This design comes from an exercise in tuning for small area, a short achievable clock period and few clock cycles per item on the open sky130 flow, not from production work.
At most, simulation tests tie the RTL to the original design; equivalence was not proved.

## trial 7
==> flow/design.v <==
module MyDesign #(parameter OUTPUT_LENGTH       = 8,
                  parameter MAX_MESSAGE_LENGTH  = 55,
                  parameter NUMBER_OF_Ks        = 64,
                  parameter NUMBER_OF_Hs        = 8 ,
                  parameter SYMBOL_WIDTH        = 8  )
            (
            output reg                                      dut__xxx__finish     ,
            input  wire                                     xxx__dut__go         ,
            input  wire  [ $clog2(MAX_MESSAGE_LENGTH):0]    xxx__dut__msg_length ,
            output reg  [ $clog2(MAX_MESSAGE_LENGTH)-1:0]   dut__msg__address  ,
            output wire                                     dut__msg__enable   ,
            output wire                                     dut__msg__write    ,
            input  wire [7:0]                               msg__dut__data     ,
            output wire [ $clog2(NUMBER_OF_Ks)-1:0]         dut__kmem__address  ,
            output wire                                     dut__kmem__enable   ,
            output wire                                     dut__kmem__write    ,
            input  wire [31:0]                              kmem__dut__data     ,
            output reg  [ $clog2(NUMBER_OF_Hs)-1:0]         dut__hmem__address  ,
            output wire                                     dut__hmem__enable   ,
            output wire                                     dut__hmem__write    ,
            input  wire [31:0]                              hmem__dut__data     ,
            output reg  [ $clog2(OUTPUT_LENGTH)-1:0]        dut__dom__address  ,
            output reg  [31:0]                              dut__dom__data     ,
            output wire                                     dut__dom__enable   ,
            output wire                                     dut__dom__write    ,
            input  wire                 clk             ,
            input  wire                 reset
            );
assign dut__msg__enable  = 1'b1;
assign dut__msg__write   = 1'b0;
assign dut__kmem__enable = 1'b1;
assign dut__kmem__write  = 1'b0;
assign dut__hmem__enable = 1'b1;
assign dut__hmem__write  = 1'b0;
reg        busy;
reg  [6:0] r, p;
reg  [3:0] hcnt;
reg        dom_en;
wire [6:0] len   = xxx__dut__msg_length;
wire       start = xxx__dut__go & ~busy;
wire       act   = busy | xxx__dut__go;
wire       kwf   = p[0] ^ r[0];              
wire       hdone = hcnt[3];
wire       last  = (r == 7'd69);
assign dut__kmem__address = p[5:0];
assign dut__dom__enable   = dom_en;
assign dut__dom__write    = dom_en;
wire [5:0] maddr = dut__msg__address;
wire       mdone = ({1'b0, maddr} == len);
wire       wavail = (p[6:4] != 3'd0) | mdone | (maddr[5:2] == p[3:0] + 4'd1);
wire rstep = kwf & hdone & ~r[6];
wire pstep = busy & ~p[6] & wavail & (~kwf | rstep);
wire rd    = act & ~mdone & ((maddr[5:2] == p[3:0]) | pstep);
wire hload = act & ~hdone;
wire drain = busy & (r >= 7'd65) & (r <= 7'd67);
wire owr   = busy & (r >= 7'd61) & (r <= 7'd68);
wire [6:0] r_n    = last ? 7'd0 : ((rstep | (busy & r[6])) ? r + 7'd1 : r);
wire [3:0] hcnt_n = last ? 4'd0 : (hload ? hcnt + 4'd1 : hcnt);
wire [2:0] haddr_n = hcnt_n[3] ? (3'd0 - r_n[2:0]) : ~hcnt_n[2:0];
always @(posedge clk or posedge reset) begin
    if (reset) begin
        busy              <= 1'b0;
        r                 <= 7'd0;
        p                 <= 7'd0;
        hcnt              <= 4'd0;
        dut__msg__address <= 6'd0;
        dut__hmem__address<= 3'd7;
        dut__xxx__finish  <= 1'b0;
        dom_en            <= 1'b0;
    end else begin
        busy               <= start | (busy & ~last);
        r                  <= r_n;
        p                  <= last ? 7'd0 : (pstep ? p + 7'd1 : p);
        hcnt               <= hcnt_n;
        dut__msg__address  <= last ? 6'd0 : (rd ? maddr + 6'd1 : maddr);
        dut__hmem__address <= haddr_n;
        dut__xxx__finish   <= busy & last;
        dom_en             <= owr;
    end
end
reg  [31:0] wr [0:15];
reg  [31:0] kw;
function [31:0] rotr(input [31:0] x, input integer n);
    rotr = (x >> n) | (x << (32 - n));
endfunction
wire [3:0]  q     = start ? 4'd0 : p[3:0] + 4'd1;
wire        qlen  = (len[5:2] == q);
wire [31:0] padw  = {qlen & (len[1:0] == 2'd0), 7'd0,
                     qlen & (len[1:0] == 2'd1), 7'd0,
                     qlen & (len[1:0] == 2'd2), 7'd0,
                     qlen & (len[1:0] == 2'd3), 7'd0}
                  | ((q == 4'd15) ? {23'd0, len[5:0], 3'd0} : 32'd0);
wire        p_lt15 = (p[6:4] == 3'd0) & (p[3:0] != 4'd15);
wire [31:0] ss0 = rotr(wr[1], 7) ^ rotr(wr[1], 18) ^ (wr[1] >> 3);
wire [31:0] ss1 = rotr(wr[14], 17) ^ rotr(wr[14], 19) ^ (wr[14] >> 10);
wire [31:0] u0  = wr[0] ^ wr[9] ^ ss0;
wire [31:0] u1  = ((wr[0] & wr[9]) | (wr[0] & ss0) | (wr[9] & ss0)) << 1;
wire [31:0] v0  = u0 ^ u1 ^ ss1;
wire [31:0] v1  = ((u0 & u1) | (u0 & ss1) | (u1 & ss1)) << 1;
wire [31:0] sched = v0 + v1;
reg [31:0] w15n;
always @(*) begin
    w15n = wr[15];
    if (pstep)      w15n = p_lt15 ? padw : sched;
    else if (start) w15n = padw;
    if (rd) begin
        case (maddr[1:0])
            2'd0: w15n[31:24] = msg__dut__data;
            2'd1: w15n[23:16] = msg__dut__data;
            2'd2: w15n[15: 8] = msg__dut__data;
            2'd3: w15n[ 7: 0] = msg__dut__data;
        endcase
    end
end
integer i;
always @(posedge clk) begin
    if (pstep) begin
        for (i = 0; i < 15; i = i + 1) wr[i] <= wr[i+1];
        kw <= kmem__dut__data + wr[15];
    end
    wr[15] <= w15n;
end
reg [31:0] a, b, c, d, e, f, g, h;
wire [31:0] S0  = rotr(a, 2) ^ rotr(a, 13) ^ rotr(a, 22);
wire [31:0] S1  = rotr(e, 6) ^ rotr(e, 11) ^ rotr(e, 25);
wire [31:0] ch  = g ^ (e & (f ^ g));
wire [31:0] maj = (a & b) | (c & (a | b));
wire [31:0] x0 = h ^ kw ^ ch;
wire [31:0] x1 = ((h & kw) | (h & ch) | (kw & ch)) << 1;
wire [31:0] m0 = S0 ^ maj ^ S1;
wire [31:0] m1 = ((S0 & maj) | (S0 & S1) | (maj & S1)) << 1;
wire [31:0] n0 = x0 ^ x1 ^ m0;
wire [31:0] n1 = ((x0 & x1) | (x0 & m0) | (x1 & m0)) << 1;
wire [31:0] y0 = x0 ^ x1 ^ S1;
wire [31:0] y1 = ((x0 & x1) | (x0 & S1) | (x1 & S1)) << 1;
wire [31:0] z0 = y0 ^ y1 ^ d;
wire [31:0] z1 = ((y0 & y1) | (y0 & d) | (y1 & d)) << 1;
wire [31:0] o0 = n0 ^ n1 ^ m1;
wire [31:0] o1 = ((n0 & n1) | (n0 & m1) | (n1 & m1)) << 1;
wire [31:0] anew = o0 + o1;
wire [31:0] enew = z0 + z1;
always @(posedge clk) begin
    if (rstep) begin
        a <= anew; b <= a; c <= b; d <= c;
        e <= enew; f <= e; g <= f; h <= g;
    end else if (hload | drain) begin
        a <= hmem__dut__data; b <= a; c <= b; d <= c;
        e <= d;               f <= e; g <= f; h <= g;
    end
end
wire [31:0] tap = (r[6] & (r[2:0] != 3'd0)) ? h : a;
always @(posedge clk) begin
    if (owr) begin
        dut__dom__data    <= tap + hmem__dut__data;
        dut__dom__address <= dut__hmem__address;
    end
end
endmodule
export LEC_CHECK = 0
export CAP_MARGIN = 20
export CORE_MARGIN = 2
export CORE_UTILIZATION = 40
export SETUP_SLACK_MARGIN = 5
export SLEW_MARGIN = 20
create_clock -name core_clock -period 10.0 [get_ports {clk}]
run.sh (not shown) runs the stock make flow with config.mk's settings and CLKGATE_MAP_FILE= SYNTH_SCRIPT=/design/flow/synth_recipe.tcl, a recipe that flattens the netlist after the stock synthesis.
Testbench counts of trial 7, summed over its fixed seeds: cycles 17,711, hashes 192.
> inputs changed (trial 7 -> build 70)
diff --git a/flow/design.v b/flow/design.v
--- a/flow/design.v
+++ b/flow/design.v
@@ -124,24 +124,25 @@
 wire [31:0] S0  = rotr(a, 2) ^ rotr(a, 13) ^ rotr(a, 22);
 wire [31:0] S1  = rotr(e, 6) ^ rotr(e, 11) ^ rotr(e, 25);
 wire [31:0] ch  = g ^ (e & (f ^ g));
 wire [31:0] maj = (a & b) | (c & (a | b));
 wire [31:0] x0 = h ^ kw ^ ch;
 wire [31:0] x1 = ((h & kw) | (h & ch) | (kw & ch)) << 1;
-wire [31:0] m0 = S0 ^ maj ^ S1;
-wire [31:0] m1 = ((S0 & maj) | (S0 & S1) | (maj & S1)) << 1;
-wire [31:0] n0 = x0 ^ x1 ^ m0;
-wire [31:0] n1 = ((x0 & x1) | (x0 & m0) | (x1 & m0)) << 1;
-wire [31:0] y0 = x0 ^ x1 ^ S1;
-wire [31:0] y1 = ((x0 & x1) | (x0 & S1) | (x1 & S1)) << 1;
-wire [31:0] z0 = y0 ^ y1 ^ d;
-wire [31:0] z1 = ((y0 & y1) | (y0 & d) | (y1 & d)) << 1;
-wire [31:0] o0 = n0 ^ n1 ^ m1;
-wire [31:0] o1 = ((n0 & n1) | (n0 & m1) | (n1 & m1)) << 1;
-wire [31:0] anew = o0 + o1;
-wire [31:0] enew = z0 + z1;
+wire [31:0] m0 = x0 ^ x1 ^ maj;
+wire [31:0] m1 = ((x0 & x1) | (x0 & maj) | (x1 & maj)) << 1;
+wire [31:0] n0 = m0 ^ m1 ^ S0;
+wire [31:0] n1 = ((m0 & m1) | (m0 & S0) | (m1 & S0)) << 1;
+wire [31:0] o0 = n0 ^ n1 ^ S1;
+wire [31:0] o1 = ((n0 & n1) | (n0 & S1) | (n1 & S1)) << 1;
+wire [31:0] y0 = x0 ^ x1 ^ d;
+wire [31:0] y1 = ((x0 & x1) | (x0 & d) | (x1 & d)) << 1;
+wire [31:0] z0 = y0 ^ y1 ^ S1;
+wire [31:0] z1 = ((y0 & y1) | (y0 & S1) | (y1 & S1)) << 1;
+wire [31:0] anew, enew;
+ksadd32 adda (.x(o0), .y(o1), .s(anew));
+ksadd32 adde (.x(z0), .y(z1), .s(enew));
 always @(posedge clk) begin
     if (rstep) begin
         a <= anew; b <= a; c <= b; d <= c;
         e <= enew; f <= e; g <= f; h <= g;
     end else if (hload | drain) begin
         a <= hmem__dut__data; b <= a; c <= b; d <= c;
@@ -153,6 +154,15 @@
     if (owr) begin
         dut__dom__data    <= tap + hmem__dut__data;
         dut__dom__address <= dut__hmem__address;
     end
 end
 endmodule
+module ksadd32 (input wire [31:0] x, input wire [31:0] y, output wire [31:0] s);
+    wire [31:0] g0 = x & y, p0 = x ^ y;
+    wire [31:0] g1 = g0 | (p0 & {g0[30:0], 1'b0}),  p1 = p0 & {p0[30:0], 1'b0};
+    wire [31:0] g2 = g1 | (p1 & {g1[29:0], 2'b0}),  p2 = p1 & {p1[29:0], 2'b0};
+    wire [31:0] g3 = g2 | (p2 & {g2[27:0], 4'b0}),  p3 = p2 & {p2[27:0], 4'b0};
+    wire [31:0] g4 = g3 | (p3 & {g3[23:0], 8'b0}),  p4 = p3 & {p3[23:0], 8'b0};
+    wire [31:0] g5 = g4 | (p4 & {g4[15:0], 16'b0});
+    assign s = p0 ^ {g5[30:0], 1'b0};
+endmodule
## What came out
Against trial 7, build 70 comes in about 4% lower on maximum frequency. From trial 7 to build 70 the numbers moved as follows: wire length of the first global-routing pass now sits lower, path length in cells of the critical path now sits higher, sequential-to-total area share from yosys stat now sits lower. Going from trial 7 to build 70, count of different cell masters after synthesis higher, wire length now smaller. Filler-free cell count of the finished design ended up 0.94% lower on build 70 than on trial 7.
Only the layout flow was run in build 70; the RTL was not checked for function there.

-- what the ideal ports hide --
Ports are ideal in the flow. The routed layouts listed here were re-timed in OpenROAD.
Step 1, drivers: a clkbuf_16 drives clk and a buf_2 each remaining input, both assumed.
Step 2 times the ports against the registers' clock, not the clock port: input delays grow and output delays shrink by t, the midpoint of the rising clock arrivals with the driver on.
Three values: ideal ports, drivers, drivers and shift; two values: the first two.
| run | shift t [ns] | slack for setup (ns) | worst hold slack (ns) | worst setup path at the end | slew at the worst register clock pin (ns) |
|---|---|---|---|---|---|
| trial 7 | 0.734 | 4.841 / 4.841 / 4.388 | 0.408 / 0.408 / 0.408 | input to register | 0.07 / 0.07 |
| build 70 | 0.720 | 4.617 / 4.617 / 4.489 | 0.412 / 0.412 / 0.412 | input to register | 0.07 / 0.07 |
After both steps every run listed still meets setup and hold. For trial 7, which loses most, drivers alone change the setup slack by 0.000 ns; drivers and shift together by -0.453 ns.
